From an optimization exercise on the open Yosys and OpenROAD flow, aimed at small area; shortcuts taken in it are not production practice.
In this exercise RTL edits were held to simulation tests only and were not proved equivalent to the original.
The clock port is modelled as an ideal driver; clocking choices that lean on that would not hold on a real chip.
No activity file was given, so power comes from the tool's default toggle rates.

==> flow/config.mk <==
export PLATFORM = sky130hd
export DESIGN_NAME = davis_240
export DESIGN_NICKNAME = davis_240
export VERILOG_FILES = /design/flow/design.v
export SDC_FILE = /design/flow/constraint.sdc
export NUM_CORES = 4
export LEC_CHECK = 0
export CAP_MARGIN = 20
export CORE_MARGIN = 2
export CORE_UTILIZATION = 40
export SLEW_MARGIN = 20
==> flow/constraint.sdc <==
create_clock -name core_clock -period 5.0 [get_ports {clk}]
set_input_delay 1.0000 -clock core_clock [delete_from_list [all_inputs] [get_ports {clk}]]
set_output_delay 1.0000 -clock core_clock [all_outputs]
set_load 0.01 [all_outputs]
==> flow/design.v <==
module davis_240(
input wire clk,
input wire rst,
input wire[8:0]AER_bus,
input wire REQ,
input wire SEL,
input wire ts_load,
input wire [31:0]ts_value,
output wire ACK,
output reg [31:0]data_out,
output reg [31:0]data_out_time
    );
parameter TIMESTAMP_RESOLUTION = 100; 
parameter  X_DELAY_TIME    = 40; 
parameter  Y_DELAY_TIME    = 40;
parameter  X_EXTEND_TIME    = 10;
parameter  Y_EXTEND_TIME    = 10;
parameter  ACK_HOLD_TIME    = 10;
wire [7:0]AER_Y;
wire [8:0]AER_X;
reg ack;
reg [8:0]X_addr_p;
reg [7:0]Y_addr;
reg [31:0] y_delay_counter;
reg [31:0] x_delay_counter;
reg [31:0] ack_hold_counter;
reg [31:0] time_stamp;
reg [31:0] time_register;
parameter WAIT_REQ = 0;
parameter DELAY_Y = 1;
parameter GET_Y = 2;
parameter SEND_ACK = 3;
parameter DELAY_X = 4;
parameter GET_X = 5;
reg [3:0] state;
reg y_done;
reg x_done;
assign ACK = ack;
assign AER_Y[0] = AER_bus[0];
assign AER_Y[1] = AER_bus[1];
assign AER_Y[2] = AER_bus[2];
assign AER_Y[3] = AER_bus[3];
assign AER_Y[4] = AER_bus[4];
assign AER_Y[5] = AER_bus[5];
assign AER_Y[6] = AER_bus[6];
assign AER_Y[7] = AER_bus[7];
assign AER_X[0] = AER_bus[0];
assign AER_X[1] = AER_bus[1];
assign AER_X[2] = AER_bus[2];
assign AER_X[3] = AER_bus[3];
assign AER_X[4] = AER_bus[4];
assign AER_X[5] = AER_bus[5];
assign AER_X[6] = AER_bus[6];
assign AER_X[7] = AER_bus[7];
assign AER_X[8] = AER_bus[8];
reg [6:0]counter;
always@(posedge clk)
begin
    if (rst)
    begin
        counter <= 0;
        time_stamp <= 0;
    end
    else if (ts_load)
    begin
        counter <= 0;
        time_stamp <= ts_value;
    end
    else if (counter == TIMESTAMP_RESOLUTION)
    begin
        counter <= 0;
        time_stamp <= time_stamp + 1;
    end
    else begin counter <= counter + 1; end
end
always @ (posedge clk)
begin
  if (rst) begin
    state <= WAIT_REQ;
    ack <= 1;
    X_addr_p <= 0;
    Y_addr <= 0;
    y_delay_counter <= 0;
    x_delay_counter <= 0;
    ack_hold_counter <= 0;
    time_register <= 0;
    y_done <= 0;
    x_done <= 0;
  end else
  case(state)
    WAIT_REQ : begin
                if (REQ == 0) begin  
                    if (SEL == 0) begin  
                        state <= DELAY_Y;
                    end else begin
                        state <= DELAY_X;
                    end
                end else begin
                    y_done <= 0;
                    x_done <= 0;
                    ack <= 1;
                    state <= WAIT_REQ;
                end
               end
   GET_Y :  begin
                   Y_addr <= AER_Y;
                   state <= SEND_ACK;
            end
   DELAY_Y :  begin
                   if (y_delay_counter == Y_DELAY_TIME) begin
                    y_delay_counter <= 0;
                    state <= GET_Y;
                   end else begin
                    y_delay_counter <= y_delay_counter + 1;
                    state <= DELAY_Y;
                   end
            end
   GET_X : begin
                   X_addr_p <= AER_X;
                   time_register <= time_stamp;
                   x_done <= 1;
                   state <= SEND_ACK;
            end
   DELAY_X :  begin
                   if (x_delay_counter == X_DELAY_TIME) begin
                    x_delay_counter <= 0;
                    state <= GET_X;
                   end else begin
                    x_delay_counter <= x_delay_counter + 1;
                    state <= DELAY_X;
                   end
              end
   SEND_ACK : begin
                  if (ack_hold_counter == ACK_HOLD_TIME) begin
                    ack_hold_counter <= 0;
                    ack <= 0;
                    state <= WAIT_REQ;
                  end else begin
                    ack_hold_counter <= ack_hold_counter + 1;
                    ack <= 0;
                    state <= SEND_ACK;
                  end
                end
   default : begin
                  state <= WAIT_REQ;
             end
  endcase
end
always @(posedge clk)
begin
    if (rst) begin
        data_out <= 0;
        data_out_time <= 0;
    end else if (state == GET_X && !x_done) begin
        data_out[7:0] <= Y_addr;
        data_out[16:8] <= AER_X;
        data_out[31:17] <= 0;
        data_out_time[31:0] <= time_stamp;
    end
end
endmodule
==> flow/run.sh <==
#!/bin/bash
# synth_recipe.tcl (not shown) runs the flow's synth.tcl, then flattens the netlist and writes it again
# the make line also repeats each setting of config.mk as NAME=value (left out here)
make -C /OpenROAD-flow-scripts/flow DESIGN_CONFIG=/design/flow/config.mk WORK_HOME=/design/flow/orfs CLKGATE_MAP_FILE= SYNTH_SCRIPT=/design/flow/synth_recipe.tcl finish
==> results of run 1 <==
-- cell usage after synthesis, drive strengths merged, types with 23 or more instances --
cell type | instances | area [sq um]
dfxtp | 197 | 3940
nand2 | 173 | 649
a21oi | 77 | 385
xnor2 | 90 | 788
nand4 | 33 | 240
nor4 | 47 | 339
buf | 26 | 181
nor3 | 34 | 175
inv | 31 | 116
xor2 | 23 | 201
nor2 | 146 | 551
nand3 | 43 | 220
clkbuf | 49 | 184
-- state kept, by name, summed over array words and instances (netlist names), 3 cells and up --
name              count
time_stamp           32
x_delay_counter      32
data_out_time        32
y_delay_counter      32
counter               7
state                 3
data_out             17
Y_addr                8
ack_hold_counter     32
-- worst max-delay path by stage --
stage / cells after the start / to / start / slack [ns]
floorplan: 6 / time_stamp[3] / ts_load / 2.82
global placement: 5 / time_stamp[6] / ts_load / 1.74
detailed placement: 5 / time_stamp[6] / ts_load / 1.65
CTS: 5 / time_stamp[8] / ts_load / 2.11
global route: 5 / time_stamp[8] / ts_load / 1.99
finish: 5 / time_stamp[6] / ts_load / 2.13
-- per-layer routing --
metal | up-vias | share of wire
met5 | - | 0.00062
met4 | 2 | 0.0093
met3 | 16 | 0.045
met2 | 116 | 0.45
met1 | 3469 | 0.49
li1 | 3893 | -
-- metrics by stage --
stage / hold WS (ns) / total power [mW] / setup WS [ns]
5_1_grt: 0.477 / 3.26 / 1.99
3_5_place_dp: 0.447 / 1.83 / 1.65
2_1_floorplan: 0.426 / 1.77 / 2.82
3_3_place_gp: 0.443 / 1.83 / 1.74
6_report: 0.455 / 3.13 / 2.13
4_1_cts: 0.458 / 3.16 / 2.11
-- layout by cell type (no fill, tap or decap), types with 29 or more instances in the layout --
cell / count
inv_1: 31
nand4_1: 29
a21oi_1: 77
nor3_1: 33
nand3_1: 42
nor4_1: 44
clkdlybuf4s50_1: 94
nor2_1: 145
nand2_1: 173
xnor2_1: 90
dfxtp_1: 197
-- report_power, final --
group | switching [mW] | leakage [nW] | internal (mW)
Sequential | 0.0354 | 1.60 | 1.59
Combinational | 0.0891 | 1.57 | 0.0764
Clock | 0.671 | 0.274 | 0.661
-- area by class of cell --
class,count,area (sq um)
multi-input combinational,823,4770
fill,2201,11800
clock inverter,15,145
tap,285,357
sequential,197,3940
clock buffer,17,425
timing repair buffer,99,978
inverter,31,116
-- kinds of logic after synthesis --
kind of cell / count (synthesis) / synth area share
other: 1 / 0.000411
flip-flops: 197 / 0.432
multiplexers: 2 / 0.00233
AO/OA/AOI/OAI: 131 / 0.0859
buffers and inverters: 106 / 0.0528
XOR/XNOR: 113 / 0.108
adder cells (fa/ha/maj): 9 / 0.0123
AND/OR/NAND/NOR: 553 / 0.306
-- worst max-delay path: stages --
cell,delay [ns]
clkdlybuf4s50_1,0.62
inv_1,0.88
buf_4,0.40
nor2_1,0.08
a311oi_1,0.24
==> flow_metrics.tcl, run 1 <==
set metrics [dict create \
    start_kind "input port" \
    synth-main-ff-cell "dfxtp_1" \
    cp.required_ns 5.35 \
    yosysUniqueCellTypes 58 \
    rsz0062_at_grt "false" \
    hp-class "flop to flop" \
    holdPathEnd "Y_addr[2]" \
    synth-seq-cells 197 \
    drive_gt1_frac 0.0516 \
    fmaxAchievable_mhz 348 \
    syn_area_per_cell_sq_um 8.21 \
    grt_max_degree 91 \
    die_width_microns 155 \
    synthCells 1112 \
    setup_viol 0 \
    via_per_inst 5.11 \
    post_cts_resized 0 \
    clk_path_buf_depth 2 \
    grt_use_met2 0.276 \
    core_sq_um 22500 \
    crit_type "input port to flop" \
    initial_utilization 0.406 \
    die_h_microns 155 \
    worst_pin_slew_ns 1.06 \
    drv_cap 0 \
    ant_nets 0 \
    p_per_area_nw_per_um2 291 \
    min_period_over_period 0.575 \
    drt_iter0_drc 355 \
    drtPass1Iterations 4 \
    tritoncts "built" \
    crit_fanout 35 \
    rows 55 \
    grt_use_total 0.178 \
    p_leak_nw 3.44 \
    num_antenna_cells 0 \
    status "complete, no violations" \
    grt_overflow 0 \
    min_period_ns 2.87 \
    hold_buffers 0 \
    endpoint_kind "flop" \
    wl_microns 21000 \
    use_met1 0.245 \
    wl_per_cell_microns 14.3 \
    instances_no_fill 1467 \
    seq_area_frac_synth 0.432 \
    synth_enable_flop_cells 0 \
    critical_path_arrival_ns 3.22 \
    r2r_start "state[0]" \
    regToRegEndpoint "y_delay_counter[31]" \
    numCtsBuffers 17 \
    final_core_util 0.477 \
    post-route-drc-count 0 \
    rr_worst_depth 5 \
    post_cts_buffers 0 \
    path_clk_slew_ns 0.07 \
    slew_viol_final 0 \
    gr-max-usage-layer "met2" \
    die_area_sq_um 24000 \
    gp_routability_congestion 0.768 \
    via_count 7496 \
    fin_nets 1224 \
    worstHoldStart "Y_addr[2]" \
    regToRegSetupSlack_ns 2.44 \
    synth_area_sq_um 9130 \
    areaGrowthSynthToFinish_pct 17.6 \
    dp_cells 1435 \
    finalHoldViolations 0 \
    relSlewSlack 0.289 \
    fin_worst_skew_ns 0.0203 \
    dpl.hpwl_microns 14100 \
    tns_ns 0 \
    ctsHtreeMaxLevel 4 \
    grt_pass1_vias 6988 \
    clk_latency_ns 0.45 \
    holdPathStages 2 \
    antenna_found_initial 2 \
    yosysWarningCount 1 \
    clockRootBuffer "clkbuf_16" \
    async_flop_share 0 \
    globalRouteMet3Util 0.0485 \
    grt_pass1_wl_microns 35100 \
    final_area_sq_um 10700 \
    cts_sinks 197 \
    io_pins 111 \
    place_area_sq_um 10200 \
    io_buffers 95 \
    max-vdd-ir-drop_mv 0.207 \
]
==> run 2, diff against run 1 <==
==> flow/design.v (replaced) <==
module davis_240_ao22(input wire a, input wire b, input wire c, input wire d, output wire y);
    assign y = (a & b) | (c & d);
endmodule
module davis_240_ha(input wire a, input wire b, output wire s, output wire co);
    assign {co, s} = {1'b0, a} + {1'b0, b};
endmodule
module davis_240(
input wire clk,
input wire rst,
input wire[8:0]AER_bus,
input wire REQ,
input wire SEL,
input wire ts_load,
input wire [31:0]ts_value,
output wire ACK,
output wire [31:0]data_out,
output reg [31:0]data_out_time
    );
reg [6:0] presc;
wire presc_end = (presc[4:0] == 5'b10110);
wire presc_clr = rst | ts_load | presc_end;
wire [6:0] presc_nxt = {presc[5:0], presc[0] ^ presc[6]};
always @(posedge clk)
    presc <= presc_clr ? 7'd18 : presc_nxt;
reg [31:0] time_stamp;
wire e_ld   = ts_load & ~rst;
wire e_keep = ~ts_load & ~rst;
wire [32:0] ts_c;
wire [31:0] ts_s;
wire [31:0] ts_d;
assign ts_c[0] = presc_end;
genvar i;
generate for (i = 0; i < 32; i = i + 1) begin : g_ts
    davis_240_ha u_ha(.a(time_stamp[i]), .b(ts_c[i]), .s(ts_s[i]), .co(ts_c[i+1]));
    davis_240_ao22 u_mx(.a(e_ld), .b(ts_value[i]), .c(e_keep), .d(ts_s[i]), .y(ts_d[i]));
end endgenerate
always @(posedge clk)
    time_stamp <= ts_d;
reg [5:0] st;
reg xsel;
reg ack;
reg x_done;
reg [7:0] y_addr;
reg [16:0] dout;
wire st_wait  = ~st[0] & ~st[3] & ~st[4] & ~st[5];
wire st_get   = (st[4:0] == 5'b00010);           
wire st_send1 = (st[4:0] == 5'b00101);           
wire st_end   = ({st[5], st[3:0]} == 5'b00100);  
wire st_clr   = rst | st_end;
wire go       = st_wait & ~REQ;
wire [5:0] st_nxt = {st[4:3], st[2] | go, st[1:0], st[0] ^ st[5]};
always @(posedge clk)
    st <= st_nxt & {6{~st_clr}};
always @(posedge clk)
    if (st_wait) xsel <= SEL;
wire idle_req = st_wait & REQ;
always @(posedge clk) begin
    ack    <= rst | idle_req | (ack & ~st_send1);
    x_done <= ~rst & ((st_get & xsel) | (x_done & ~idle_req));
end
wire ld_y = st_get & ~xsel;
wire e_y  = ld_y & ~rst;
wire h_y  = ~ld_y & ~rst;
wire [7:0] y_d;
generate for (i = 0; i < 8; i = i + 1) begin : g_y
    davis_240_ao22 u_mx(.a(e_y), .b(AER_bus[i]), .c(h_y), .d(y_addr[i]), .y(y_d[i]));
end endgenerate
always @(posedge clk)
    y_addr <= y_d;
wire ld_o = st_get & xsel & ~x_done;
wire e_o  = ld_o & ~rst;
wire h_o  = ~ld_o & ~rst;
wire [16:0] dout_n = {AER_bus[8:0], y_addr};
wire [16:0] dout_d;
wire [31:0] dot_d;
generate for (i = 0; i < 17; i = i + 1) begin : g_do
    davis_240_ao22 u_mx(.a(e_o), .b(dout_n[i]), .c(h_o), .d(dout[i]), .y(dout_d[i]));
end
for (i = 0; i < 32; i = i + 1) begin : g_dt
    davis_240_ao22 u_mx(.a(e_o), .b(time_stamp[i]), .c(h_o), .d(data_out_time[i]), .y(dot_d[i]));
end endgenerate
always @(posedge clk) begin
    dout <= dout_d;
    data_out_time <= dot_d;
end
assign ACK = ack;
assign data_out = {15'd0, dout};
endmodule
--- a/flow/config.mk
+++ b/flow/config.mk
@@ -9,3 +9,5 @@
 export CORE_MARGIN = 2
 export CORE_UTILIZATION = 40
 export SLEW_MARGIN = 20
+export SYNTH_HIERARCHICAL = 1
+export SYNTH_MINIMUM_KEEP_SIZE = 0
==> flow_metrics.tcl, run 2 <==
set metrics [dict create \
    via_count 2595 \
    synth-seq-cells 105 \
    min_period_ns 5.75 \
    rsz0062_at_grt "true" \
    drtPass1Iterations 4 \
    via_per_inst 5.09 \
    seqPwrFrac 0.579 \
    slowest_delay_ns 0.33 \
    grt_pass1_vias 2630 \
    switching_share 0.238 \
    wl_microns 8160 \
    min_period_over_period 1.15 \
    synth_most_common_cell "dfxtp_1" \
    fillers 765 \
    rows 35 \
    tns_ns -2.22 \
    fin_nets 472 \
    path_common_cell "ha_4" \
    crit_type "flop to flop" \
    drive_gt1_frac 0.170 \
    gp_routability_congestion 0.716 \
    setup_ws_ns -0.754 \
    instances_no_fill 510 \
    p_leak_nw 2.05 \
    post-route-drc-count 0 \
    drv_cap 0 \
    clk_path_buf_depth 2 \
    antenna_found_initial 0 \
    worst_pin_slew_ns 0.870 \
    dp_cells 493 \
    endpoint_kind "flop" \
    numCtsBuffers 9 \
    slew_viol_final 0 \
    num_antenna_cells 0 \
    p_sw_mw 0.362 \
    yosysUniqueCellTypes 30 \
    crit_fanout 2 \
    clk_latency_ns 0.36 \
    die_h_microns 100 \
    core_sq_um 9110 \
    dpl.hpwl_microns 5470 \
    hp-class "flop to flop" \
    start_kind "flop" \
    areaGrowthSynthToFinish_pct 46.3 \
    relSlewSlack 0.415 \
    die_width_microns 100 \
    status "failed layout checks" \
    cpMaxStageDelayCell "dfxtp_1" \
    synth_area_sq_um 3680 \
    power_frac_comb 0.073 \
    p_per_area_nw_per_um2 282 \
    grt_max_degree 50 \
    grt_pass1_wl_microns 13400 \
    fin_worst_skew_ns 0.0140 \
    path_clk_slew_ns 0.10 \
    tritoncts "built" \
    finalHoldViolations 0 \
    yosysWarningCount 7 \
    critical_path_arrival_ns 6.01 \
    reg_top3 "data_out_time: 32 flops, time_stamp: 32 flops, dout: 17 flops" \
    max-vdd-ir-drop_mv 0.159 \
    die_area_sq_um 10000 \
    synthTopCellsByCount "dfxtp_1 (104), a22o_1 (89), ha_1 (32)" \
    synth-main-ff-cell "dfxtp_1" \
    final_core_util 0.592 \
    hold-worst-slack_ns 0.440 \
    ctsHtreeMaxLevel 3 \
    synth.top_cell.area_share 0.565 \
    drt_iter0_drc 51 \
    io_buffers 95 \
    synthTopCellsByArea "dfxtp_1 (57%), a22o_1 (21%), ha_1 (11%)" \
    syn_area_per_cell_sq_um 13.0 \
    synth_top_area_cell "dfxtp_1" \
    cp.required_ns 5.25 \
    hold_buffers 0 \
    io_pins 111 \
    layout.cells.most_common "dfxtp_1" \
    async_flop_share 0 \
    synthCells 283 \
    clockRootBuffer "clkbuf_8" \
    p_clk_frac 0.347 \
    synth_enable_flop_cells 1 \
    grt_overflow 0 \
    wl_per_cell_microns 16.0 \
    fmaxAchievable_mhz 174 \
    seq_area_frac_synth 0.573 \
    p_int_mw 1.16 \
    final_cell_mix "dfxtp_1 (101), clkdlybuf4s50_1 (95), a22o_1 (89)" \
    grt_use_total 0.172 \
    setup_viol 5 \
    ant_nets 0 \
    initial_utilization 0.405 \
    failed_checks "negative setup slack" \
    cts_sinks 105 \
]
run 2: worst max-delay path: cells and delay by family, from the launching register on:
| family | cells | cell delay, ns |
|---|---|---|
| flip-flops | 1 | 0.33 |
| AO/OA/AOI/OAI | 1 | 0.17 |
| AND/OR/NAND/NOR | 2 | 0.13 |
| adder cells (fa/ha/maj) | 32 | 4.95 |
run 2: area by class of cell:
| class | instances | area, sq um | share of cell area |
|---|---|---|---|
| flip-flops and latches | 105 | 2120 | 0.392 |
| multi-input cells | 174 | 1930 | 0.357 |
| repair buffers | 102 | 1000 | 0.186 |
| well taps | 111 | 139 | 0.0258 |
| clock buffers | 9 | 124 | 0.0230 |
| clock inverters | 7 | 77.6 | 0.0144 |
| inverters | 2 | 7.51 | 0.00139 |
run 2: routing by layer:
layer | vias to the layer above | part of all wire | track usage
met1 | 1237 | 0.47 | 0.218
met5 | - | 0 | 0
met2 | 70 | 0.48 | 0.284
met3 | 2 | 0.051 | 0.0564
met4 | 0 | 0.0047 | 0.0411
li1 | 1286 | - | -
run 2: through the flow:
step	power [mW]	area, sq um	setup slack, ns
6_report	1.52	5390	-0.754
5_1_grt	1.60	5390	-0.897
4_1_cts	1.55	5390	-0.772
3_5_place_dp	1.01	5160	-0.807
3_3_place_gp	1.01	5150	-0.752
2_1_floorplan	0.959	4120	-0.653
run 2: Yosys stat by module (local to each module, per instance):
module / flops+latches / cell area, sq um / times used / cells
davis_240_ao22: 0 / 8.76 / 89 / 1
davis_240: 105 / 2500 / 1 / 162
davis_240_ha: 0 / 12.5 / 32 / 1
run 2: worst paths after layout:
path / slack [ns] / to / startpoint / cells after the start
worst max register to register: -0.75 / time_stamp[31] / presc[2] / 35
worst min register to register: 0.44 / presc[6] / presc[5] / 1
worst min-delay path: 0.44 / presc[6] / presc[5] / 1
worst max-delay path: -0.75 / time_stamp[31] / presc[2] / 35
run 2: timing repair:
action	4_1_cts	5_1_grt
setup buffers	1	0
pin swaps	4	1
endpoints found under the setup margin	6	6
gates resized for setup	4	1
run 2: kinds of logic (layout without fill, tap and decap cells):
family	Yosys count	in the layout	share of synthesized area
compound gates	97	97	0.229
flops	105	105	0.573
other cells	1	15	0.00102
fa+ha+maj	32	32	0.109
xor+xnor	2	2	0.00475
simple gates	28	28	0.0503
buf+inv	18	120	0.0336
run 2: power by group through the flow:
| stage | Combinational (mW) | Clock (mW) | Sequential (mW) |
|---|---|---|---|
| 2_1_floorplan | 0.0615 | 0 | 0.898 |
| 3_3_place_gp | 0.109 | 0 | 0.900 |
| 3_5_place_dp | 0.111 | 0 | 0.901 |
| 4_1_cts | 0.114 | 0.553 | 0.882 |
| 5_1_grt | 0.125 | 0.590 | 0.885 |
| 6_report | 0.112 | 0.529 | 0.882 |
==> run 3, diff against run 2 <==
--- a/flow/design.v
+++ b/flow/design.v
@@ -28,10 +28,16 @@
 wire [32:0] ts_c;
 wire [31:0] ts_s;
 wire [31:0] ts_d;
+wire lo_ones = &time_stamp[15:0];
 assign ts_c[0] = presc_end;
 genvar i;
 generate for (i = 0; i < 32; i = i + 1) begin : g_ts
-    davis_240_ha u_ha(.a(time_stamp[i]), .b(ts_c[i]), .s(ts_s[i]), .co(ts_c[i+1]));
+    if (i == 15 || i == 31) begin : g_x
+        assign ts_s[i] = time_stamp[i] ^ ts_c[i];
+        assign ts_c[i+1] = (i == 15) ? (presc_end & lo_ones) : 1'b0;
+    end else begin : g_h
+        davis_240_ha u_ha(.a(time_stamp[i]), .b(ts_c[i]), .s(ts_s[i]), .co(ts_c[i+1]));
+    end
     davis_240_ao22 u_mx(.a(e_ld), .b(ts_value[i]), .c(e_keep), .d(ts_s[i]), .y(ts_d[i]));
 end endgenerate
 always @(posedge clk)
==> flow/flow/run.sh (new file) <==
#!/bin/bash
# Own layout flow: the standard ORFS flow, with
#  - port buffers of the smallest buffer cell (buf_1) instead of the default choice,
#  - a clock tree of small clock buffers without dummy loads.
set -euo pipefail
bash standard.sh \
  "BUFFER_PORTS_ARGS=-buffer_cell sky130_fd_sc_hd__buf_1" \
  "CTS_ARGS=-sink_clustering_enable -repair_clock_nets -dont_use_dummy_load -buf_list sky130_fd_sc_hd__clkbuf_4 -root_buf sky130_fd_sc_hd__clkbuf_8 -sink_clustering_size 10 -sink_clustering_max_diameter 40" \
  finish > flow_make.log 2>&1
==> flow/standard.sh (new file) <==
#!/bin/bash
# synth_recipe.tcl (not shown) runs the flow's synth.tcl, then flattens the netlist and writes it again
# the make line also repeats each setting of config.mk as NAME=value (left out here)
make -C /OpenROAD-flow-scripts/flow DESIGN_CONFIG=/design/flow/config.mk WORK_HOME=/design/flow/orfs CLKGATE_MAP_FILE= SYNTH_SCRIPT=/design/flow/synth_recipe.tcl "${@:-finish}"
removed: flow/run.sh
==> flow_metrics.tcl, run 3 <==
set metrics [dict create \
    antenna_found_initial 0 \
    drv_cap 0 \
    worst_pin_slew_ns 0.857 \
    grt_pass1_vias 2520 \
    yosysUniqueCellTypes 30 \
    p_sw_mw 0.303 \
    yosysWarningCount 7 \
    synth_enable_flop_cells 1 \
    tns_ns 0 \
    synth_compound_area_frac 0.226 \
    p_clk_frac 0.297 \
    synth-main-ff-cell "dfxtp_1" \
    synth_most_common_cell "dfxtp_1" \
    seq_area_frac_synth 0.570 \
    critical_path_arrival_ns 4.10 \
    initial_utilization 0.407 \
    crit_fanout 3 \
    cp.required_ns 5.22 \
    slew_viol_final 0 \
    synth-simple-area-share 0.0594 \
    io_pins 111 \
    worstHoldStart "presc[3]" \
    core_sq_um 9110 \
    num_antenna_cells 0 \
    reg_top3 "data_out_time: 32 flops, time_stamp: 32 flops, dout: 17 flops" \
    fin_worst_skew_ns 0.0297 \
    hold_buffers 0 \
    grt_max_degree 50 \
    grt_overflow 0 \
    rows 35 \
    p_per_area_nw_per_um2 316 \
    post-route-drc-count 0 \
    io_buffers 95 \
    p_leak_nw 1.83 \
    drtPass1Iterations 4 \
    clk_path_buf_depth 2 \
    min_period_ns 3.87 \
    yosys-mux-area-fraction 0 \
    hp-class "flop to flop" \
    grt_use_total 0.154 \
    r2r_start "time_stamp[15]" \
    synth_top_area_cell "dfxtp_1" \
    via_per_inst 5.18 \
    synth_top_family_by_area "compound AO/OA/AOI/OAI gates" \
    fmaxAchievable_mhz 258 \
    ant_nets 0 \
    synth-seq-cells 105 \
    setup_viol 0 \
    layout.cells.most_common "dfxtp_1" \
    synthTopCellsByCount "dfxtp_1 (104), a22o_1 (89), ha_1 (30)" \
    synth.top_cell.area_share 0.562 \
    min_period_over_period 0.774 \
    final_cell_mix "dfxtp_1 (104), buf_1 (95), a22o_1 (89)" \
    cts_sinks 105 \
    die_width_microns 100 \
    synthCells 288 \
    power_frac_comb 0.059 \
    crit_type "flop to flop" \
    die_h_microns 100 \
    finalHoldViolations 0 \
    fin_nets 472 \
    via_count 2618 \
    drive_gt1_frac 0.0482 \
    syn_area_per_cell_sq_um 12.9 \
    synth_area_sq_um 3700 \
    post_cts_buffers 0 \
    wl_microns 7490 \
    endpoint_kind "flop" \
    synth-xor-area-share 0.00946 \
    seqPwrFrac 0.644 \
    ctsHtreeMaxLevel 3 \
    clockRootBuffer "clkbuf_8" \
    p_int_mw 1.06 \
    areaGrowthSynthToFinish_pct 16.2 \
    grt_pass1_wl_microns 12100 \
    drt_iter0_drc 75 \
    max-vdd-ir-drop_mv 0.138 \
    rsz0062_at_grt "false" \
    gp_routability_congestion 0.806 \
    switching_share 0.223 \
    path_clk_slew_ns 0.11 \
    synth-adder-area-share 0.101 \
    post_cts_resized 0 \
    async_flop_share 0 \
    multi_input_area_sq_um 1540 \
    tritoncts "built" \
    die_area_sq_um 10000 \
    synthTopCellsByArea "dfxtp_1 (56%), a22o_1 (21%), ha_1 (10%)" \
    startpoint "time_stamp[15]" \
    fillers 861 \
    seq_area_sq_um 2110 \
    status "complete, no violations" \
    clk_latency_ns 0.36 \
    numCtsBuffers 9 \
    dpl.hpwl_microns 5220 \
    p_total_mw 1.36 \
    relSlewSlack 0.425 \
    wl_per_cell_microns 14.8 \
    start_kind "flop" \
]
## run 3: metrics by stage
stage / instance area, sq um / utilization / setup WS [ns] / hold slack (ns) / std cells
global route: 4310 / 0.473 / 0.832 / 0.462 / 505
CTS: 4300 / 0.472 / 1.10 / 0.435 / 505
floorplan: 3760 / - / 0.807 / 0.401 / 302
detailed placement: 4180 / 0.459 / 1.18 / 0.416 / 496
finish: 4310 / 0.473 / 1.13 / 0.431 / 505
global placement: 4180 / 0.459 / 1.22 / 0.414 / 496
## run 3: logic make-up after synthesis
group           after synthesis
compound gates               97
xor+xnor                      4
fa+ha+maj                    30
buf+inv                      17
flops                       105
other cells                   1
simple gates                 34
## run 3: path summary, 6_finish.rpt
path	endpoint	slack, ns	depth (start not counted)
setup / recovery	time_stamp[31]	1.13	20
hold reg to reg	presc[4]	0.43	1
setup reg to reg	time_stamp[31]	1.13	20
hold / removal	presc[4]	0.43	1
## run 3: power by group through the flow
| stage | Clock [mW] | Sequential (mW) | Combinational (mW) |
|---|---|---|---|
| final | 0.404 | 0.876 | 0.0800 |
| after global routing | 0.453 | 0.879 | 0.0910 |
| after CTS | 0.420 | 0.876 | 0.0806 |
| after detailed placement | 0 | 0.896 | 0.0802 |
| after global placement | 0 | 0.895 | 0.0792 |
| after floorplan | 0 | 0.891 | 0.0580 |
## run 3: metal layers
metal	track usage	routed length [microns]	vias up
li1	-	-	1295
met1	0.203	3600	1227
met2	0.241	3320	86
met4	0.0632	116	0
met5	0	0	-
met3	0.0390	457	10
## run 3: layout make-up
class / count / area share
Sequential cell: 105 / 0.490
Multi-Input combinational cell: 180 / 0.358
Timing Repair Buffer: 99 / 0.0898
Tap cell: 111 / 0.0322
Clock buffer: 9 / 0.0288
Inverter: 1 / 0.000872
## run 3: modules after synthesis (local to each module, per instance)
module,cell area (sq um),cells,flops+latches,times used
davis_240_ao22,8.76,1,0,89
davis_240_ha,12.5,1,0,30
davis_240,2550,169,105,1
## run 3: worst max-delay path, cell delays in order (launching register included)
cell and delay [ns]:
dfxtp_1 0.35, nand4_1 0.11, or4_1 0.14, nor3_2 0.04, ha_1 0.18, ha_1 0.18
ha_1 0.18, ha_1 0.18, ha_1 0.18, ha_1 0.18, ha_1 0.19, ha_1 0.18
ha_1 0.19, ha_1 0.19, ha_1 0.18, ha_1 0.19, ha_1 0.19, ha_1 0.18
ha_1 0.19, xor2_1 0.16, a22o_1 0.19
==> run 4, diff against run 3 <==
==> flow/flow/run.sh (replaced) <==
#!/bin/bash
# Own layout flow: the standard ORFS flow, with
#  - port buffers of the smallest buffer cell (buf_1) instead of the default choice,
#  - a clock tree of small clock buffers without dummy loads.
set -euo pipefail
bash standard.sh \
  "BUFFER_PORTS_ARGS=-buffer_cell sky130_fd_sc_hd__buf_1" \
  "CTS_ARGS=-sink_clustering_enable -repair_clock_nets -dont_use_dummy_load -buf_list sky130_fd_sc_hd__clkbuf_8 -root_buf sky130_fd_sc_hd__clkbuf_8" \
  finish > flow_make.log 2>&1
==> flow_metrics.tcl, run 4 <==
set metrics [dict create \
    via_per_inst 5.18 \
    max-vdd-ir-drop_mv 0.138 \
    synth-main-ff-cell "dfxtp_1" \
    cts_sinks 105 \
    grt_pass1_vias 2520 \
    worst_pin_slew_ns 0.857 \
    setup_viol 0 \
    synth-seq-cells 105 \
    synthTopCellsByArea "dfxtp_1 (56%), a22o_1 (21%), ha_1 (10%)" \
    core_sq_um 9110 \
    die_area_sq_um 10000 \
    tritoncts "built" \
    fillers 861 \
    crit_type "flop to flop" \
    final_area_sq_um 4310 \
    post_cts_resized 0 \
    io_buffers 95 \
    endpoint_kind "flop" \
    rr_worst_depth 20 \
    critical_path_arrival_ns 4.10 \
    numCtsBuffers 9 \
    grt_use_total 0.154 \
    gp_routability_congestion 0.806 \
    tns_ns 0 \
    via_count 2618 \
    cpMaxStageDelayCell "dfxtp_1" \
    clk_latency_ns 0.36 \
    post_cts_buffers 0 \
    grt_max_degree 50 \
    synth_top_family_by_area "compound AO/OA/AOI/OAI gates" \
    clk_path_buf_depth 2 \
    drt_iter0_drc 75 \
    synthTopCellsByCount "dfxtp_1 (104), a22o_1 (89), ha_1 (30)" \
    min_period_over_period 0.774 \
    yosys-mux-area-fraction 0 \
    r2r_start "time_stamp[15]" \
    p_leak_nw 1.83 \
    multi_input_area_sq_um 1540 \
    crit_buf_inv 0 \
    status "complete, no violations" \
    synth-simple-area-share 0.0594 \
    synth-xor-area-share 0.00946 \
    num_antenna_cells 0 \
    final_cell_mix "dfxtp_1 (104), buf_1 (95), a22o_1 (89)" \
    grt_pass1_wl_microns 12100 \
    p_total_mw 1.36 \
    fmaxAchievable_mhz 258 \
    io_pins 111 \
    worstHoldStart "presc[3]" \
    wl_microns 7490 \
    die_h_microns 100 \
    seq_area_sq_um 2110 \
    crit_family "adder cells" \
    hold-worst-slack_ns 0.431 \
    hold_buffers 0 \
    min_period_ns 3.87 \
    async_flop_share 0 \
    finalHoldViolations 0 \
    drv_cap 0 \
    die_width_microns 100 \
    startpoint "time_stamp[15]" \
    slowest_delay_ns 0.35 \
    post-route-drc-count 0 \
    synth_area_sq_um 3700 \
    synth_most_common_cell "dfxtp_1" \
    dpl.hpwl_microns 5220 \
    synth_enable_flop_cells 1 \
    holdPathStages 1 \
    fin_worst_skew_ns 0.0297 \
    fin_nets 472 \
    ctsHtreeMaxLevel 3 \
    start_kind "flop" \
    antenna_found_initial 0 \
    path_common_cell "ha_1" \
    synth-adder-area-share 0.101 \
    layout.cells.most_common "dfxtp_1" \
    clockRootBuffer "clkbuf_8" \
    synthCells 288 \
    yosysUniqueCellTypes 30 \
    synth_top_area_cell "dfxtp_1" \
    cp.required_ns 5.22 \
    worstPathCellList "nand4_1, or4_1, nor3_2, ha_1, ha_1, ha_1, ha_1, ha_1, ha_1, ha_1, ha_1, ha_1, ha_1, ha_1, ha_1, ha_1, ha_1, ha_1, xor2_1, a22o_1" \
    synth_compound_area_frac 0.226 \
    hp-class "flop to flop" \
    path_clk_slew_ns 0.11 \
    p_per_area_nw_per_um2 316 \
    areaGrowthSynthToFinish_pct 16.2 \
    crit_fanout 3 \
    grt_overflow 0 \
    slew_viol_final 0 \
    rsz0062_at_grt "false" \
    place_area_sq_um 4180 \
    ant_nets 0 \
    seq_area_frac_synth 0.570 \
    reg_top3 "data_out_time: 32 flops, time_stamp: 32 flops, dout: 17 flops" \
    synth.top_cell.area_share 0.562 \
    crit_cells 20 \
    wl_per_cell_microns 14.8 \
    drtPass1Iterations 4 \
    yosysWarningCount 7 \
    rows 35 \
    relSlewSlack 0.425 \
    syn_area_per_cell_sq_um 12.9 \
    drive_gt1_frac 0.0482 \
    initial_utilization 0.407 \
]
-- run 4: cell counts after synthesis --
No cell type changed its count.
-- run 4: metal layers --
metal	part of all wire	wire length, microns	vias up	GRT usage
li1	-	-	1295	-
met3	0.061	457	10	0.0390
met2	0.44	3320	86	0.241
met4	0.015	116	0	0.0632
met5	0	0	-	0
met1	0.48	3600	1227	0.203
-- run 4: cell type report --
| class | instances | share of cell area |
|---|---|---|
| Timing Repair Buffer | 99 | 0.0898 |
| Sequential cell | 105 | 0.490 |
| Clock buffer | 9 | 0.0288 |
| Inverter | 1 | 0.000872 |
| Tap cell | 111 | 0.0322 |
| Multi-Input combinational cell | 180 | 0.358 |
-- run 4: per-stage QoR --
stage               setup slack [ns]   util  cells
floorplan                      0.807      -    302
finish                          1.13  0.473    505
global route                   0.832  0.473    505
global placement                1.22  0.459    496
CTS                             1.10  0.472    505
detailed placement              1.18  0.459    496
-- run 4: cell families after synthesis --
family	count (synthesis)
adder cells (fa/ha/maj)	30
AND/OR/NAND/NOR	34
flip-flops	105
AO/OA/AOI/OAI	97
XOR/XNOR	4
other	1
buffers and inverters	17
-- run 4: report_power, final --
group / total (mW) / internal [mW] / switching [mW]
combinational: 0.0800 / 0.0345 / 0.0455
clock: 0.404 / 0.162 / 0.241
sequential: 0.876 / 0.859 / 0.0161
total: 1.36 / 1.06 / 0.303
-- run 4: path summary, 6_finish.rpt --
kind | end | slack [ns]
max | time_stamp[31] | 1.13
min | presc[4] | 0.43
max reg2reg | time_stamp[31] | 1.13
min reg2reg | presc[4] | 0.43
-- run 4: per-module statistics from Yosys, one instance, submodules excluded --
module          flip-flops and latches  times used  area [sq um]  cells
davis_240                          105           1          2550    169
davis_240_ha                         0          30          12.5      1
davis_240_ao22                       0          89          8.76      1
==> run 5, diff against run 4 <==
==> flow/flow/run.sh (replaced) <==
#!/bin/bash
# Own layout flow: the standard ORFS flow, with
#  - port buffers of the smallest buffer cell (buf_1) instead of the default choice,
#  - one tie cell for all constant outputs,
#  - a clock tree of small clock buffers without dummy loads.
set -euo pipefail
bash standard.sh \
  "BUFFER_PORTS_ARGS=-buffer_cell sky130_fd_sc_hd__buf_1" \
  "SKIP_REPAIR_TIE_FANOUT=1" \
  "CTS_ARGS=-sink_clustering_enable -repair_clock_nets -dont_use_dummy_load -buf_list sky130_fd_sc_hd__clkbuf_4 -root_buf sky130_fd_sc_hd__clkbuf_8" \
  finish > flow_make.log 2>&1
--- a/flow/config.mk
+++ b/flow/config.mk
@@ -7,7 +7,7 @@
 export LEC_CHECK = 0
 export CAP_MARGIN = 20
 export CORE_MARGIN = 2
-export CORE_UTILIZATION = 40
+export CORE_UTILIZATION = 70
 export SLEW_MARGIN = 20
 export SYNTH_HIERARCHICAL = 1
 export SYNTH_MINIMUM_KEEP_SIZE = 0
==> flow_metrics.tcl, run 5 <==
set metrics [dict create \
    layout.cells.most_common "dfxtp_1" \
    wl_microns 7720 \
    setup_viol 0 \
    crit_type "flop to flop" \
    final_cell_mix "dfxtp_1 (104), buf_1 (95), a22o_1 (89)" \
    critical_path_arrival_ns 4.14 \
    synth.top_cell.area_share 0.562 \
    cpMaxStageDelayCell "dfxtp_1" \
    wl_per_cell_microns 17.1 \
    fmaxAchievable_mhz 257 \
    crit_buf_inv 0 \
    fin_nets 458 \
    die_h_microns 76.8 \
    drt_iter0_drc 144 \
    route.met2.wl_microns 3860 \
    hp-class "flop to flop" \
    async_flop_share 0 \
    drtPass1Iterations 4 \
    gp_routability_congestion 0.763 \
    start_kind "flop" \
    synth-seq-cells 105 \
    ant_nets 0 \
    p_int_mw 1.06 \
    yosysWarningCount 7 \
    reg_top3 "data_out_time: 32 flops, time_stamp: 32 flops, dout: 17 flops" \
    min_period_over_period 0.778 \
    antenna_found_initial 0 \
    min_period_ns 3.89 \
    via_per_inst 5.96 \
    num_antenna_cells 0 \
    numCtsBuffers 9 \
    io_buffers 95 \
    relSlewSlack 0.347 \
    areaGrowthSynthToFinish_pct 13.4 \
    slowest_delay_ns 0.34 \
    post-place-ws_ns 1.14 \
    rows 26 \
    seq_area_frac_synth 0.570 \
    drive_gt1_frac 0.0500 \
    hold-worst-slack_ns 0.447 \
    io_pins 111 \
    p_sw_mw 0.302 \
    synth_most_common_cell "dfxtp_1" \
    path_clk_slew_ns 0.09 \
    worst_pin_slew_ns 0.972 \
    synth_top_area_cell "dfxtp_1" \
    wl_met3_microns 551 \
    grt_pass1_vias 2642 \
    core_sq_um 5110 \
    clockRootBuffer "clkbuf_8" \
    p_leak_nw 1.78 \
    routed.top_layer "met4" \
    p_total_mw 1.36 \
    cp.required_ns 5.25 \
    grt_use_total 0.269 \
    post-route-drc-count 0 \
    die_area_sq_um 5890 \
    tns_ns 0 \
    endpoint_kind "flop" \
    slew_viol_final 0 \
    grt_overflow 0 \
    finalHoldViolations 0 \
    worstPathCellList "nand4_1, or4_1, nor3_2, ha_1, ha_1, ha_1, ha_1, ha_1, ha_1, ha_1, ha_1, ha_1, ha_1, ha_1, ha_1, ha_1, ha_1, ha_1, xor2_1, a22o_1" \
    instances_no_fill 450 \
    p_clk_frac 0.295 \
    synth-main-ff-cell "dfxtp_1" \
    switching_share 0.222 \
    via_count 2684 \
    clk_path_buf_depth 2 \
    hold_buffers 0 \
    p_per_area_nw_per_um2 323 \
    clk_latency_ns 0.35 \
    synth_area_sq_um 3700 \
    tritoncts "built" \
    dp_cells 441 \
    crit_fanout 3 \
    final_core_util 0.823 \
    status "complete, no violations" \
    cts_sinks 105 \
    place_area_sq_um 4070 \
    rsz0062_at_grt "false" \
    seqPwrFrac 0.645 \
    yosysUniqueCellTypes 30 \
    ctsHtreeMaxLevel 3 \
    synthCells 288 \
    syn_area_per_cell_sq_um 12.9 \
    synthTopCellsByArea "dfxtp_1 (56%), a22o_1 (21%), ha_1 (10%)" \
    dpl.hpwl_microns 5300 \
    setup_ws_ns 1.11 \
    die_width_microns 76.8 \
    fin_worst_skew_ns 0.0144 \
    synthTopCellsByCount "dfxtp_1 (104), a22o_1 (89), ha_1 (30)" \
    post_cts_resized 0 \
    final_area_sq_um 4200 \
    grt_pass1_wl_microns 12700 \
    post_cts_buffers 0 \
    crit_family "adder cells" \
    initial_utilization 0.725 \
    wl_met1_microns 3250 \
    grt_max_degree 50 \
    path_common_cell "ha_1" \
    max-vdd-ir-drop_mv 0.258 \
    synth_enable_flop_cells 1 \
    drv_cap 0 \
    power_frac_comb 0.059 \
]
## run 5: cell counts after synthesis
No cell type changed its count.
## run 5: power by group through the flow
stage / logic, mW / registers (mW) / clock network [mW]
finish: 0.0807 / 0.877 / 0.401
global route: 0.0899 / 0.879 / 0.437
CTS: 0.0804 / 0.876 / 0.406
detailed placement: 0.0797 / 0.896 / 0
global placement: 0.0767 / 0.895 / 0
floorplan: 0.0580 / 0.891 / 0
## run 5: layer usage
layer,vias to the layer above,track usage
li1,1279,-
met1,1280,0.331
met2,119,0.454
met3,6,0.0800
met4,0,0.0855
met5,-,0
## run 5: final timing paths
path / startpoint / endpoint / cells after the start / slack, ns
worst max register to register: time_stamp[7] / time_stamp[31] / 20 / 1.11
worst min-delay path: presc[5] / presc[6] / 1 / 0.45
worst max-delay path: time_stamp[7] / time_stamp[31] / 20 / 1.11
worst min register to register: presc[5] / presc[6] / 1 / 0.45
## run 5: logic make-up (layout without fill, tap and decap cells)
family | Yosys count | in the layout | share of synthesized area
compound gates | 97 | 97 | 0.226
xor+xnor | 4 | 4 | 0.00946
fa+ha+maj | 30 | 30 | 0.101
buf+inv | 17 | 109 | 0.0324
flops | 105 | 105 | 0.570
other cells | 1 | 1 | 0.00101
simple gates | 34 | 34 | 0.0594
## run 5: area by class of cell
type                    count  area [sq um]
flip-flops and latches    105          2110
multi-input cells         166          1490
fillers                   327           905
clock buffers               9           124
inverters                   1          3.75
repair buffers             99           387
well taps                  70          87.6
## run 5: modules after synthesis, one instance, submodules excluded
module          flip-flops and latches  area [sq um]
davis_240                          105          2550
davis_240_ha                         0          12.5
davis_240_ao22                       0          8.76
==> run 6, diff against run 5 <==
--- a/flow/config.mk
+++ b/flow/config.mk
@@ -5,9 +5,9 @@
 export SDC_FILE = /design/flow/constraint.sdc
 export NUM_CORES = 4
 export LEC_CHECK = 0
-export CAP_MARGIN = 20
+export CAP_MARGIN = 0
 export CORE_MARGIN = 2
 export CORE_UTILIZATION = 70
-export SLEW_MARGIN = 20
+export SLEW_MARGIN = 0
 export SYNTH_HIERARCHICAL = 1
 export SYNTH_MINIMUM_KEEP_SIZE = 0
==> flow_metrics.tcl, run 6 <==
set metrics [dict create \
    hold-worst-slack_ns 0.445 \
    io_pins 111 \
    synth_most_common_cell "dfxtp_1" \
    reg_top3 "data_out_time: 32 flops, time_stamp: 32 flops, dout: 17 flops" \
    yosysWarningCount 7 \
    slowest_delay_ns 0.34 \
    regToRegSetupSlack_ns 1.12 \
    hp-class "flop to flop" \
    dp_cells 441 \
    rsz0062_at_grt "false" \
    synth.top_cell.area_share 0.562 \
    crit_buf_inv 0 \
    crit_type "flop to flop" \
    initial_utilization 0.725 \
    synth_area_sq_um 3700 \
    grt_overflow 0 \
    gp_routability_congestion 0.763 \
    place_area_sq_um 4070 \
    worstHoldStart "presc[5]" \
    cp.required_ns 5.25 \
    ant_nets 0 \
    hold_buffers 0 \
    tritoncts "built" \
    io_buffers 95 \
    grt_pass1_wl_microns 12700 \
    endpoint_kind "flop" \
    instances_no_fill 450 \
    slew_viol_final 0 \
    grt_max_degree 50 \
    drt_iter0_drc 135 \
    max-vdd-ir-drop_mv 0.257 \
    grt_pass1_vias 2642 \
    seq_area_frac_synth 0.570 \
    rr_worst_depth 20 \
    synthTopCellsByCount "dfxtp_1 (104), a22o_1 (89), ha_1 (30)" \
    clk_path_buf_depth 2 \
    antenna_found_initial 0 \
    relSlewSlack 0.254 \
    fin_nets 458 \
    async_flop_share 0 \
    clockRootBuffer "clkbuf_8" \
    tns_ns 0 \
    start_kind "flop" \
    wl_per_cell_microns 17.2 \
    p_total_mw 1.36 \
    final_area_sq_um 4200 \
    setup_ws_ns 1.12 \
    cts_sinks 105 \
    status "complete, no violations" \
    yosysUniqueCellTypes 30 \
    worst_pin_slew_ns 1.12 \
    p_per_area_nw_per_um2 323 \
    final_cell_mix "dfxtp_1 (104), buf_1 (95), a22o_1 (89)" \
    fin_worst_skew_ns 0.0154 \
    worstPathCellList "nand4_1, or4_1, nor3_2, ha_1, ha_1, ha_1, ha_1, ha_1, ha_1, ha_1, ha_1, ha_1, ha_1, ha_1, ha_1, ha_1, ha_1, ha_1, xor2_1, a22o_1" \
    min_period_ns 3.88 \
    synthTopCellsByArea "dfxtp_1 (56%), a22o_1 (21%), ha_1 (10%)" \
    areaGrowthSynthToFinish_pct 13.3 \
    wl_microns 7730 \
    drv_cap 0 \
    path_common_cell "ha_1" \
    ctsHtreeMaxLevel 3 \
    fmaxAchievable_mhz 258 \
    synth_enable_flop_cells 1 \
    post-place-ws_ns 1.14 \
    finalHoldViolations 0 \
    die_h_microns 76.8 \
    via_count 2661 \
    min_period_over_period 0.776 \
    synth-seq-cells 105 \
    post_cts_resized 0 \
    clk_latency_ns 0.35 \
    via_per_inst 5.91 \
    numCtsBuffers 9 \
    setup_viol 0 \
    drive_gt1_frac 0.0500 \
    synth-main-ff-cell "dfxtp_1" \
    synth_top_area_cell "dfxtp_1" \
    crit_fanout 3 \
    final_core_util 0.822 \
    path_clk_slew_ns 0.09 \
    grt_use_total 0.269 \
    post_cts_buffers 0 \
    crit_family "adder cells" \
    layout.cells.most_common "dfxtp_1" \
    drtPass1Iterations 4 \
    fillers 329 \
    dpl.hpwl_microns 5300 \
    num_antenna_cells 0 \
    regToRegEndpoint "time_stamp[31]" \
    post-route-drc-count 0 \
    holdPathStages 1 \
    critical_path_arrival_ns 4.13 \
    die_area_sq_um 5890 \
    p_leak_nw 1.78 \
    core_sq_um 5110 \
    cpMaxStageDelayCell "dfxtp_1" \
    syn_area_per_cell_sq_um 12.9 \
    r2r_start "time_stamp[7]" \
    holdPathEnd "presc[6]" \
    synthCells 288 \
    die_width_microns 76.8 \
    rows 26 \
]
-- run 6: layer usage --
metal | up-vias | routed length, microns | GRT usage
met5 | - | 0 | 0
met4 | 0 | 76 | 0.0855
met3 | 8 | 475 | 0.0800
met2 | 97 | 3890 | 0.454
met1 | 1278 | 3280 | 0.331
li1 | 1278 | - | -
-- run 6: power breakdown --
part | internal [mW] | total [mW] | leakage [nW] | switching, mW
Clock | 0.162 | 0.400 | 0.0647 | 0.238
Sequential | 0.859 | 0.877 | 0.856 | 0.0173
Combinational | 0.0341 | 0.0802 | 0.860 | 0.0461
Total | 1.06 | 1.36 | 1.78 | 0.301
-- run 6: logic make-up after synthesis --
logic type      after synthesis  synth area share
xor+xnor                      4           0.00946
compound gates               97             0.226
buf+inv                      17            0.0324
flops                       105             0.570
simple gates                 34            0.0594
other cells                   1           0.00101
fa+ha+maj                    30             0.101
-- run 6: layout make-up --
type                       instances  area (sq um)  share of cell area
tap                               70          87.6              0.0209
inverter                           1          3.75            0.000894
multi-input combinational        166          1480               0.353
timing repair buffer              99           387              0.0921
clock buffer                       9           124              0.0295
sequential                       105          2110               0.503
-- run 6: Yosys stat by module (local to each module, per instance) --
module | cells | flip-flops and latches | copies in the design
davis_240 | 169 | 105 | 1
davis_240_ao22 | 1 | 0 | 89
davis_240_ha | 1 | 0 | 30
-- run 6: worst max-delay path by stage --
| stage | cells past startpoint | end | startpoint | slack [ns] |
|---|---|---|---|---|
| floorplan | 3 | data_out_time[0] | rst | 0.81 |
| global placement | 19 | time_stamp[15] | presc[3] | 1.28 |
| detailed placement | 20 | time_stamp[31] | time_stamp[7] | 1.14 |
| CTS | 20 | time_stamp[31] | time_stamp[7] | 1.12 |
| global route | 19 | time_stamp[30] | time_stamp[1] | 0.89 |
| finish | 20 | time_stamp[31] | time_stamp[7] | 1.12 |
==> run 7, diff against run 6 <==
--- a/flow/config.mk
+++ b/flow/config.mk
@@ -7,7 +7,7 @@
 export LEC_CHECK = 0
 export CAP_MARGIN = 0
 export CORE_MARGIN = 2
-export CORE_UTILIZATION = 70
+export CORE_UTILIZATION = 85
 export SLEW_MARGIN = 0
 export SYNTH_HIERARCHICAL = 1
 export SYNTH_MINIMUM_KEEP_SIZE = 0
==> flow_metrics.tcl, run 7 <==
set metrics [dict create \
    status "complete, no violations" \
    power_frac_comb 0.068 \
    p_int_mw 1.06 \
    grt_pass1_vias 3551 \
    hold_buffers 0 \
    drv_cap 0 \
    routed.top_layer "met4" \
    yosys-mux-area-fraction 0 \
    ctsHtreeMaxLevel 3 \
    post-route-drc-count 0 \
    rsz0062_at_grt "false" \
    synth-seq-cells 105 \
    drtPass1Iterations 6 \
    synth_compound_area_frac 0.226 \
    yosysUniqueCellTypes 30 \
    hp-class "flop to flop" \
    synth_area_sq_um 3700 \
    grt_pass1_wl_microns 20600 \
    slew_viol_final 0 \
    crit_buf_inv 0 \
    path_clk_slew_ns 0.09 \
    tritoncts "built" \
    io_buffers 95 \
    dpl.hpwl_microns 6780 \
    holdPathStages 1 \
    synth.top_cell.area_share 0.562 \
    regToRegSetupSlack_ns 0.58 \
    die_h_microns 70.0 \
    relSlewSlack 0.208 \
    path_common_cell "ha_1" \
    finalHoldViolations 0 \
    drive_gt1_frac 0.0475 \
    grt_overflow 0 \
    synthTopCellsByArea "dfxtp_1 (56%), a22o_1 (21%), ha_1 (10%)" \
    grt_use_total 0.573 \
    grt_max_degree 50 \
    clk_path_buf_depth 2 \
    setup_viol 0 \
    die_width_microns 70.0 \
    synth-simple-area-share 0.0594 \
    initial_utilization 0.869 \
    drt_iter0_drc 446 \
    synth_most_common_cell "dfxtp_1" \
    syn_area_per_cell_sq_um 12.9 \
    rr_worst_depth 20 \
    die_area_sq_um 4900 \
    core_sq_um 4260 \
    crit_cells 20 \
    ant_nets 0 \
    switching_share 0.250 \
    p_sw_mw 0.352 \
    start_kind "flop" \
    reg_top3 "data_out_time: 32 flops, time_stamp: 32 flops, dout: 17 flops" \
    crit_type "flop to flop" \
    cpMaxStageDelayCell "or4_1" \
    synth_top_area_cell "dfxtp_1" \
    tns_ns 0 \
    gp_routability_congestion 0.836 \
    worstPathCellList "nand4_1, or4_1, nor3_2, ha_1, ha_1, ha_1, ha_1, ha_1, ha_1, ha_1, ha_1, ha_1, ha_1, ha_1, ha_1, ha_1, ha_1, ha_1, xor2_1, a22o_1" \
    post-place-ws_ns 1.15 \
    wl_met1_microns 4080 \
    clk_latency_ns 0.38 \
    min_period_over_period 0.885 \
    yosysWarningCount 7 \
    setup_ws_ns 0.577 \
    p_leak_nw 1.78 \
    worst_pin_slew_ns 1.18 \
    via_count 3429 \
    wl_microns 13600 \
    io_pins 111 \
    wl_met3_microns 1630 \
    num_antenna_cells 0 \
    layout.cells.most_common "dfxtp_1" \
    antenna_found_initial 0 \
    cts_sinks 105 \
    synthTopCellsByCount "dfxtp_1 (104), a22o_1 (89), ha_1 (30)" \
    p_clk_frac 0.306 \
    areaGrowthSynthToFinish_pct 12.5 \
    seqPwrFrac 0.627 \
    synth_top_family_by_area "compound AO/OA/AOI/OAI gates" \
    numCtsBuffers 9 \
    clockRootBuffer "clkbuf_8" \
    fmaxAchievable_mhz 226 \
    seq_area_frac_synth 0.570 \
    cp.required_ns 5.30 \
    wl_per_cell_microns 31.6 \
    critical_path_arrival_ns 4.72 \
    slowest_delay_ns 0.54 \
    endpoint_kind "flop" \
    fin_nets 457 \
    synthCells 288 \
    crit_family "adder cells" \
    crit_fanout 3 \
    synth-xor-area-share 0.00946 \
    route.met2.wl_microns 6040 \
    fin_worst_skew_ns 0.0254 \
    synth_enable_flop_cells 1 \
    post_cts_resized 0 \
    synth-adder-area-share 0.101 \
    async_flop_share 0 \
    synth-main-ff-cell "dfxtp_1" \
    rows 24 \
    via_per_inst 7.96 \
    min_period_ns 4.42 \
    p_per_area_nw_per_um2 338 \
    final_cell_mix "dfxtp_1 (104), buf_1 (95), a22o_1 (89)" \
    post_cts_buffers 0 \
    max-vdd-ir-drop_mv 0.326 \
]
## run 7: cell counts after synthesis
Identical to the previous run, type by type.
## run 7: per-stage QoR
stage               std cells   util  cell area, sq um  hold slack (ns)  power [mW]
finish                    431  0.977              4170            0.494        1.41
global route              431  0.977              4170            0.504        1.43
CTS                       431  0.977              4170            0.462        1.39
detailed placement        422  0.948              4040            0.424       0.979
global placement          422  0.948              4040            0.411       0.969
floorplan                 288      -              3700            0.401       0.949
## run 7: layout make-up
cell class / count / area, sq um
Fill cell: 56 / 97.6
Sequential cell: 105 / 2110
Tap cell: 52 / 65.1
Multi-Input combinational cell: 166 / 1480
Clock buffer: 9 / 124
Timing Repair Buffer: 98 / 379
Inverter: 1 / 3.75
## run 7: final timing paths
kind,from,end
hold / removal,data_out_time[15],data_out_time[15]
setup reg to reg,time_stamp[9],time_stamp[31]
hold reg to reg,data_out_time[15],data_out_time[15]
setup / recovery,time_stamp[9],time_stamp[31]
## run 7: power by group through the flow
stage / sequential (mW) / combinational (mW) / clock [mW]
6_report: 0.883 / 0.0954 / 0.431
5_1_grt: 0.884 / 0.0979 / 0.444
4_1_cts: 0.880 / 0.0889 / 0.418
3_5_place_dp: 0.897 / 0.0818 / 0
3_3_place_gp: 0.894 / 0.0754 / 0
2_1_floorplan: 0.891 / 0.0580 / 0
## run 7: logic make-up (layout without fill, tap and decap cells)
kind of cell             after synthesis  count (layout)
adder cells (fa/ha/maj)               30              30
XOR/XNOR                               4               4
AND/OR/NAND/NOR                       34              34
other                                  1               1
flip-flops                           105             105
buffers and inverters                 17             108
AO/OA/AOI/OAI                         97              97
## run 7: routing by layer
layer  vias up  GRT usage
li1       1278          -
met1      1524      0.549
met2       445      0.885
met3       182      0.245
met4         0      0.594
met5         -          0
## run 7: worst register-to-register path: cells and delay by family, from the launching register on
kind	cells	cell delay (ns)
AOI/OAI and AO/OA	1	0.16
and+or+nand+nor	3	0.92
adders and majority gates	15	2.69
DFF	1	0.42
xor gates and xnor gates	1	0.17
## run 7: per-module statistics from Yosys (local to each module, per instance)
module | times used | cells | flops+latches | area (sq um)
davis_240_ao22 | 89 | 1 | 0 | 8.76
davis_240_ha | 30 | 1 | 0 | 12.5
davis_240 | 1 | 169 | 105 | 2550
==> run 8, diff against run 7 <==
==> flow/flow/run.sh (replaced) <==
#!/bin/bash
# Own layout flow: the standard ORFS flow, with
#  - port buffers of the smallest buffer cell (buf_1) instead of the default choice,
#  - one tie cell for all constant outputs,
#  - placement that is not timing-driven, after removing synthesis's buffers,
#  - a clock tree without dummy loads whose buffers are then shrunk while the
#    register clock-pin slew stays low.
set -euo pipefail
here=$(pwd)
bash standard.sh \
  "BUFFER_PORTS_ARGS=-buffer_cell sky130_fd_sc_hd__buf_1" \
  "SKIP_REPAIR_TIE_FANOUT=1" \
  "GPL_TIMING_DRIVEN=0" \
  "PRE_GLOBAL_PLACE_TCL=$here/flow/rmbuf.tcl" \
  "POST_CTS_TCL=$here/flow/clk_shrink.tcl" \
  "CTS_ARGS=-sink_clustering_enable -repair_clock_nets -dont_use_dummy_load -buf_list sky130_fd_sc_hd__clkbuf_8 -root_buf sky130_fd_sc_hd__clkbuf_8" \
  finish > flow_make.log 2>&1
==> flow/flow/clk_shrink.tcl (new file) <==
# Shrink clock buffers while the worst register clock-pin slew stays under a limit.
proc my_worst_clk_slew {} {
  set worst 0
  foreach pin [get_pins -hierarchical */CLK] {
    set s [get_property $pin slew_max]
    if {$s > $worst} { set worst $s }
  }
  return $worst
}
set limit [expr {[info exists ::env(CLK_SLEW_LIMIT)] ? $::env(CLK_SLEW_LIMIT) : 0.100}]
estimate_parasitics -placement
puts "clock slew before shrink: [my_worst_clk_slew]"
set bufs {}
foreach inst [[ord::get_db_block] getInsts] {
  if {[string match "sky130_fd_sc_hd__clkbuf_*" [[$inst getMaster] getName]]} { lappend bufs [$inst getName] }
}
# leaves first, the root last
foreach pass {1 2} {
foreach name $bufs {
  set inst [get_cells $name]
  set orig [get_property [get_lib_cells -of_objects $inst] name]
  foreach size {1 2 4 8} {
    set cell sky130_fd_sc_hd__clkbuf_$size
    if {$cell eq $orig} break
    replace_cell $inst $cell
    estimate_parasitics -placement
    if {[my_worst_clk_slew] <= $limit} {
      puts "clock buffer $name: $orig -> $cell"
      break
    }
    replace_cell $inst $orig
    estimate_parasitics -placement
  }
}
}
puts "clock slew after shrink: [my_worst_clk_slew]"
==> flow/flow/rmbuf.tcl (new file) <==
# Before global placement: remove the buffers synthesis inserted (the standard
# flow does this only for timing-driven placement).
remove_buffers
--- a/flow/config.mk
+++ b/flow/config.mk
@@ -7,7 +7,7 @@
 export LEC_CHECK = 0
 export CAP_MARGIN = 0
 export CORE_MARGIN = 2
-export CORE_UTILIZATION = 85
+export CORE_UTILIZATION = 70
 export SLEW_MARGIN = 0
 export SYNTH_HIERARCHICAL = 1
 export SYNTH_MINIMUM_KEEP_SIZE = 0
==> flow_metrics.tcl, run 8 <==
set metrics [dict create \
    crit_fanout 3 \
    status "complete, no violations" \
    dpl.hpwl_microns 5260 \
    fmaxAchievable_mhz 257 \
    place_area_sq_um 4110 \
    multi_input_area_sq_um 1480 \
    p_total_mw 1.34 \
    relSlewSlack 0.279 \
    synth-main-ff-cell "dfxtp_1" \
    critical_path_arrival_ns 4.31 \
    num_antenna_cells 0 \
    final_cell_mix "dfxtp_1 (104), buf_1 (95), a22o_1 (89)" \
    syn_area_per_cell_sq_um 12.9 \
    drive_gt1_frac 0.0525 \
    via_count 2640 \
    seq_area_sq_um 2110 \
    synthTopCellsByCount "dfxtp_1 (104), a22o_1 (89), ha_1 (30)" \
    synth_compound_area_frac 0.226 \
    ant_nets 0 \
    wl_microns 7260 \
    cp.required_ns 5.42 \
    synth-adder-area-share 0.101 \
    path_clk_slew_ns 0.09 \
    synth_top_family_by_area "compound AO/OA/AOI/OAI gates" \
    seq_area_frac_synth 0.570 \
    synthCells 288 \
    slew_viol_final 0 \
    final_area_sq_um 4220 \
    fin_nets 459 \
    wl_per_cell_microns 16.1 \
    io_buffers 95 \
    slowest_delay_ns 0.34 \
    crit_buf_inv 0 \
    grt_max_degree 50 \
    grt_overflow 0 \
    min_period_ns 3.89 \
    tritoncts "built" \
    max-vdd-ir-drop_mv 0.297 \
    setup_viol 0 \
    cts_sinks 105 \
    p_per_area_nw_per_um2 317 \
    worst_pin_slew_ns 1.08 \
    finalHoldViolations 0 \
    min_period_over_period 0.778 \
    yosysUniqueCellTypes 30 \
    grt_use_total 0.265 \
    worstPathCellList "nand4_1, or4_1, nor3_2, ha_1, ha_1, ha_1, ha_1, ha_1, ha_1, ha_1, ha_1, ha_1, ha_1, ha_1, ha_1, ha_1, ha_1, ha_1, xor2_1, a22o_1" \
    endpoint_kind "flop" \
    post-route-drc-count 0 \
    crit_type "flop to flop" \
    cpMaxStageDelayCell "dfxtp_1" \
    tns_ns 0 \
    grt_pass1_wl_microns 12600 \
    synth_enable_flop_cells 1 \
    synth_most_common_cell "dfxtp_1" \
    synth.top_cell.area_share 0.562 \
    yosys-mux-area-fraction 0 \
    p_leak_nw 1.79 \
    initial_utilization 0.725 \
    io_pins 111 \
    yosysWarningCount 7 \
    synth-xor-area-share 0.00946 \
    async_flop_share 0 \
    layout.cells.most_common "dfxtp_1" \
    rsz0062_at_grt "false" \
    start_kind "flop" \
    via_per_inst 5.85 \
    path_common_cell "ha_1" \
    drv_cap 0 \
    die_width_microns 76.8 \
    drtPass1Iterations 4 \
    fillers 326 \
    gp_routability_congestion 0.744 \
    hp-class "flop to flop" \
    drt_iter0_drc 110 \
    grt_pass1_vias 2620 \
    reg_top3 "data_out_time: 32 flops, time_stamp: 32 flops, dout: 17 flops" \
    fin_worst_skew_ns 0.0199 \
    synthTopCellsByArea "dfxtp_1 (56%), a22o_1 (21%), ha_1 (10%)" \
    areaGrowthSynthToFinish_pct 13.9 \
    synth_area_sq_um 3700 \
    core_sq_um 5110 \
    clk_latency_ns 0.52 \
    synth-seq-cells 105 \
    synth_top_area_cell "dfxtp_1" \
    synth-simple-area-share 0.0594 \
    crit_family "adder cells" \
    antenna_found_initial 0 \
    die_h_microns 76.8 \
    rows 26 \
    die_area_sq_um 5890 \
]
run 8: metal layers:
metal | global-route usage | share of wire
met1 | 0.342 | 0.44
met2 | 0.429 | 0.49
met3 | 0.0776 | 0.059
met4 | 0.0836 | 0.0095
met5 | 0 | 0
run 8: kinds of logic after synthesis:
group / count (synthesis)
flip-flops: 105
AO/OA/AOI/OAI: 97
AND/OR/NAND/NOR: 34
adder cells (fa/ha/maj): 30
buffers and inverters: 17
XOR/XNOR: 4
other: 1
run 8: per-module statistics from Yosys (local to each module, per instance):
module / area [sq um] / cells / flip-flops and latches
davis_240_ha: 12.5 / 1 / 0
davis_240_ao22: 8.76 / 1 / 0
davis_240: 2550 / 169 / 105
run 8: report_power, final:
part           leakage (nW)  internal (mW)  switching, mW
clock                0.0617          0.146          0.235
sequential            0.856          0.859         0.0166
combinational         0.873         0.0354         0.0453
run 8: layout make-up:
class / count / share of cell area
Clock buffer: 9 / 0.0273
Inverter: 1 / 0.000889
Multi-Input combinational cell: 166 / 0.351
Sequential cell: 105 / 0.500
Tap cell: 70 / 0.0207
Timing Repair Buffer: 100 / 0.0996
run 8: through the flow:
| stage | hold WS [ns] | setup WS [ns] | util | cells |
|---|---|---|---|---|
| finish | 0.438 | 1.11 | 0.827 | 451 |
| global route | 0.463 | 0.902 | 0.827 | 451 |
| detailed placement | 0.425 | 1.12 | 0.804 | 442 |
| global placement | 0.415 | -0.986 | 0.790 | 437 |
| floorplan | 0.401 | 0.807 | - | 288 |
run 8: worst register-to-register path: cells and delay by family (launching register included):
| family | cells | cell delay (ns) |
|---|---|---|
| AND/OR/NAND/NOR | 3 | 0.28 |
| AO/OA/AOI/OAI | 1 | 0.18 |
| flip-flops | 1 | 0.34 |
| XOR/XNOR | 1 | 0.16 |
| adder cells (fa/ha/maj) | 15 | 2.82 |
run 8: worst paths after layout:
check                               startpoint        endpoint  slack, ns  depth (start not counted)
worst max-delay path            time_stamp[15]  time_stamp[31]       1.11                         20
worst min-delay path                  presc[5]        presc[6]       0.44                          1
worst max register to register  time_stamp[15]  time_stamp[31]       1.11                         20
worst min register to register        presc[5]        presc[6]       0.44                          1

separate check: timing with driven ports:
Ports are ideal in the flow. The routed layouts listed here were re-timed in OpenROAD.
Step 1, drivers: a clkbuf_16 drives clk and a buf_2 each remaining input, both assumed.
Step 2 also shifts input and output timing later by t, the mid clock arrival at the registers, as if the neighbouring blocks saw the same clock.
Slacks: no drivers / after step 1 / after step 2; pairs: no drivers / after step 1.
| run | t, ns | setup slack, ns | pins driven straight from the clock port |
|---|---|---|---|
| run 1 | 0.484 | 2.125 / 2.152 / 1.667 | 1 |
| run 2 | 0.383 | -0.754 / -0.754 / -0.754 | 1 |
| run 3 | 0.376 | 1.129 / 1.129 / 1.129 | 1 |
| run 4 | 0.376 | 1.129 / 1.129 / 1.129 | 1 |
| run 5 | 0.369 | 1.112 / 1.112 / 1.112 | 1 |
| run 6 | 0.372 | 1.119 / 1.119 / 1.119 | 1 |
| run 7 | 0.394 | 0.577 / 0.577 / 0.577 | 1 |
| run 8 | 0.541 | 1.111 / 1.111 / 1.111 | 1 |
For run 1, which loses most, drivers alone change the setup slack by +0.027 ns; drivers and shift together by -0.458 ns.
